From an optimization exercise on the open Yosys and OpenROAD flow, aimed at small area and a short achievable clock period; shortcuts taken in it are not production practice. Function was checked by simulation only, so behaviour that the tests miss may differ from the original.

Design synth, start of the top module:
module synth (reset, freqs, play, clk, out, volume);
	input  logic        reset, clk;
	input  logic [5:0]  play;
	input  logic [71:0] freqs;
	input  logic [23:0] volume;
	output logic [23:0] out;
	logic [5:0][23:0] w;
	genvar n;
	generate
		for (n = 0; n < 6; n = n + 1) begin : all_notes
			Triangle_wave tr_note (.freq(freqs[12*n +: 12]), .clk(clk), .out(w[n]), .reset(reset),
				.stop(~play[n]), .volume(volume[4*n +: 4]));
		end
	endgenerate
	logic [5:0][22:0] wm;
	logic [5:0]       wn;
	generate
		for (n = 0; n < 6; n = n + 1) begin : mask
			if (n < 5) begin : m
				assign wm[n] = w[n][22:0] & {23{play[n]}};
				assign wn[n] = ~(w[n][23] & play[n]);
			end else begin : m
				assign wm[n] = w[n][22:0];
				assign wn[n] = ~w[n][23];
			end
		end
	endgenerate
	logic [26:0] S, SA, SB;
	logic ms_w1, ms_w2, ms_w3, ms_w4, ms_w5, ms_w6, ms_w7, ms_w8, ms_w9, ms_w10, ms_w11, ms_w12;
	logic ms_w13, ms_w14, ms_w15, ms_w16, ms_w17, ms_w18, ms_w19, ms_w20, ms_w21, ms_w22, ms_w23, ms_w24;
	logic ms_w25, ms_w26, ms_w27, ms_w28, ms_w29, ms_w30, ms_w31, ms_w32, ms_w33, ms_w34, ms_w35, ms_w36;
	logic ms_w37, ms_w38, ms_w39, ms_w40, ms_w41, ms_w42, ms_w43, ms_w44, ms_w45, ms_w46, ms_w47, ms_w48;
  ...
Size: about 96 flip-flops, roughly 130 I/O pins, roughly 30000 µm² of cells after synthesis.
export LEC_CHECK = 0
export ABC_AREA = 1
export CAP_MARGIN = 20
export CORE_MARGIN = 2
export CORE_UTILIZATION = 65
export SLEW_MARGIN = 20
create_clock -name core_clock -period 120.0 [get_ports {clk}]
standard.sh (not shown) runs the stock make flow with config.mk's settings and CLKGATE_MAP_FILE= SYNTH_SCRIPT=/design/flow/synth_recipe.tcl, a recipe that flattens the netlist after the stock synthesis.
==> flow/flow/run.sh <==
#!/bin/bash
# The standard layout, with plain buffers (buf_2) on the ports instead of the
# default delay-cell buffers; everything else is the standard.sh.
set -euo pipefail
export BUFFER_PORTS_ARGS="-buffer_cell sky130_fd_sc_hd__buf_2"
bash standard.sh > standard.log 2>&1
The first run went through all stages and came out clean.
Rerun with:
==> flow/flow/run.sh (replaced) <==
#!/bin/bash
# The standard layout, with plain buffers (buf_2) on the ports instead of the
# default delay-cell buffers, and timing repair aiming for 66 ns of setup slack
# (a 54 ns period) instead of 0; everything else is the standard.sh.
set -euo pipefail
export BUFFER_PORTS_ARGS="-buffer_cell sky130_fd_sc_hd__buf_2"
export SETUP_SLACK_MARGIN=66
bash standard.sh > standard.log 2>&1
The new run finished clean.
Via count increases by about 6%.
Wire length rose by 11%.
Global-route usage goes up by 2.0 points.
Count of clock-buffer cells in the layout went down by 1.
Critical path depth came out higher by 18.
Worst setup slack improved by 1.5 ns.
Design area went up by about 14%.
Synthesized cell count is unchanged.
Rerun with:
==> flow/run.sh (new file) <==
#!/bin/bash
# synth_recipe.tcl (not shown) runs the flow's synth.tcl, then flattens the netlist and writes it again
# the make line also repeats each setting of config.mk as NAME=value (left out here)
make -C /OpenROAD-flow-scripts/flow DESIGN_CONFIG=/design/flow/config.mk WORK_HOME=/design/flow/orfs CLKGATE_MAP_FILE= SYNTH_SCRIPT=/design/flow/synth_recipe.tcl finish
removed: flow/flow/run.sh
removed: flow/standard.sh
The new run finished clean.
Cell count falls by 2.1%.
Core utilization went down by 7.8 points.
Synthesized cell count does not change.
Sequential cell count is unchanged.
Rerun with:
CORE_UTILIZATION = 40   (was 65)
Outcome:
- clock skew went down by 0.0081 ns
- hold slack degrades by 0.0064 ns
- routed wire length grows slightly
- worst setup slack gets worse by 0.072 ns
- die area climbs by well over a third
- global-route usage drops by 12 points

========
== build 55 ==
Another version of the RTL of synth (not shown whole).
For scale: roughly 0.027 sq mm of cells after synthesis.
Design synth, start of the top module:
module synth (reset, freqs, play, clk, out, volume);
	input  logic        reset, clk;
	input  logic [5:0]  play;
	input  logic [71:0] freqs;
	input  logic [23:0] volume;
	output logic [23:0] out;
	genvar n;
	logic [5:0][23:0] w;
	generate
		for (n = 0; n < 6; n = n + 1) begin : all_notes
			Triangle_wave tr_note (.freq(freqs[12*n +: 12]), .clk(clk), .out(w[n]), .reset(reset),
				.stop(~play[n]), .volume(volume[4*n +: 4]));
		end
	endgenerate
	logic [5:0][22:0] wm;
	logic [5:0]       wn;
	generate
		for (n = 0; n < 6; n = n + 1) begin : mask
			if (n < 5) begin : m
				assign wm[n] = w[n][22:0] & {23{play[n]}};
				assign wn[n] = ~(w[n][23] & play[n]);
			end else begin : m
				assign wm[n] = w[n][22:0];
				assign wn[n] = ~w[n][23];
			end
		end
	endgenerate
	logic [26:0] S, SA, SB;
	logic ms_w1, ms_w2, ms_w4, ms_w5, ms_w7, ms_w8, ms_w10, ms_w11, ms_w13, ms_w14, ms_w16, ms_w17;
	logic ms_w19, ms_w20, ms_w22, ms_w23, ms_w25, ms_w26, ms_w28, ms_w29, ms_w31, ms_w32, ms_w34, ms_w35;
	logic ms_w37, ms_w38, ms_w40, ms_w41, ms_w43, ms_w44, ms_w46, ms_w47, ms_w49, ms_w50, ms_w52, ms_w53;
	logic ms_w55, ms_w56, ms_w58, ms_w59, ms_w61, ms_w62, ms_w64, ms_w65, ms_w67, ms_w68, ms_w70, ms_w71;
  ...
export LEC_CHECK = 0
export ABC_AREA = 1
export CAP_MARGIN = 20
export CORE_MARGIN = 2
export CORE_UTILIZATION = 65
export SLEW_MARGIN = 20
create_clock -name core_clock -period 120.0 [get_ports {clk}]
==> flow/flow/run.sh <==
#!/bin/bash
# The standard layout (standard.sh) with three changes:
#  - synthesis keeps the fa and ha modules (one full or half adder each) whole
#    until the end, so that each maps to one adder cell, and skips the quick
#    ABC pass inside Yosys's synth (the flow's own ABC mapping still runs);
#  - plain buffers (buf_2) on the ports instead of the default delay cells.
# The final netlist is flattened by synth_recipe.tcl as usual.
set -euo pipefail
export SYNTH_KEEP_MODULES="fa ha"
export SYNTH_ARGS="-noabc"
export BUFFER_PORTS_ARGS="-buffer_cell sky130_fd_sc_hd__buf_2"
bash standard.sh > standard.log 2>&1
Inputs modified between build 55 and build 37:
==> flow/flow/run.sh <==
#!/bin/bash
# The standard layout, with plain buffers (buf_2) on the ports instead of the
# default delay-cell buffers; everything else is the standard.sh.
set -euo pipefail
export BUFFER_PORTS_ARGS="-buffer_cell sky130_fd_sc_hd__buf_2"
bash standard.sh > standard.log 2>&1
Build 37: all stages complete, timing, DRC and antenna checks passed. Against build 55 as the reference, build 37 delivers a lower average detailed-routed wire length per instance. Total wire length in build 37 is 4000 microns lower than in build 55. Going from build 55 to build 37, initial standard-cell utilization of the core roughly the same, utilization roughly the same, area fraction in compound gates after synthesis higher. Build 37: total routing usage reported by global routing is 3.1 points lower than what build 55 reported. The number of cells in the design after placement number comes out lower for build 55 vs build 37.
Input changes introduced in build 76 (baseline for comparison: build 37):
==> flow/flow/run.sh <==
#!/bin/bash
# The standard layout (standard.sh) with three changes:
#  - synthesis keeps the fa and ha modules (one full or half adder each) whole
#    until the end, so that each maps to one adder cell, and skips the quick
#    ABC pass inside Yosys's synth (the flow's own ABC mapping still runs);
#  - plain buffers (buf_2) on the ports instead of the default delay cells;
#  - timing repair aims for 61 ns of setup slack (a 59 ns period), not 0.
# The final netlist is flattened by synth_recipe.tcl as usual.
set -euo pipefail
export SYNTH_KEEP_MODULES="fa ha"
export SYNTH_ARGS="-noabc"
export BUFFER_PORTS_ARGS="-buffer_cell sky130_fd_sc_hd__buf_2"
export SETUP_SLACK_MARGIN=61
bash standard.sh > standard.log 2>&1
## What came out
- Row wire length on met2: build 76 higher / build 37 lower
- Final period utilization ended up 2.1 points lower on build 76 than on build 37.
- Run comparison: build 76 worst-path cell with the longest stage delay sky130_fd_sc_hd__fa_2; build 37 worst-path cell with the longest stage delay sky130_fd_sc_hd__nor2_4
- Measured against build 76, the final standard cell count with taps included and fillers excluded of build 37 comes out at 1.10 times the reference value.
- | clock period minus worst slack | build 76 vs build 37 | better |

what the ideal ports hide:
How much do the figures lean on ideal ports? The routed layouts below were timed once more, with nothing changed but the port constraints.
Step 1, drivers: a clkbuf_16 drives clk and a buf_2 each remaining input, both assumed.
Step 2 adds t to the input delays and takes it off the output delays; t is the mean of the earliest and latest rising clock arrival at the registers after step 1. Input paths then give back, and output paths get back, about the clock's delay inside the block.
Three values: no drivers, after step 1, after step 2; two values: the first two.
| run | t, ns | setup slack, ns | worst register clock-pin slew, ns | pins driven straight from the clock port |
|---|---|---|---|---|
| the first run of note 1 | 0.457 | 60.864 / 60.827 / 60.827 | 0.09 / 0.09 | 1 |
| the second run of note 1 | 0.449 | 62.390 / 62.198 / 62.198 | 0.08 / 0.08 | 1 |
| the third run of note 1 | 0.458 | 59.695 / 59.660 / 59.660 | 0.09 / 0.09 | 1 |
| the fourth run of note 1 | 0.446 | 59.623 / 59.576 / 59.576 | 0.08 / 0.08 | 1 |
| build 55 | 0.453 | 59.501 / 59.481 / 59.481 | 0.08 / 0.08 | 1 |
| build 37 | 0.461 | 59.012 / 58.989 / 58.989 | 0.10 / 0.10 | 1 |
| build 76 | 0.455 | 61.502 / 61.467 / 61.467 | 0.08 / 0.08 | 1 |
After both steps every run listed still meets setup and hold. The setup slack of the second run of note 1, which loses most, moves by -0.192 ns with the drivers and by -0.192 ns with both steps.
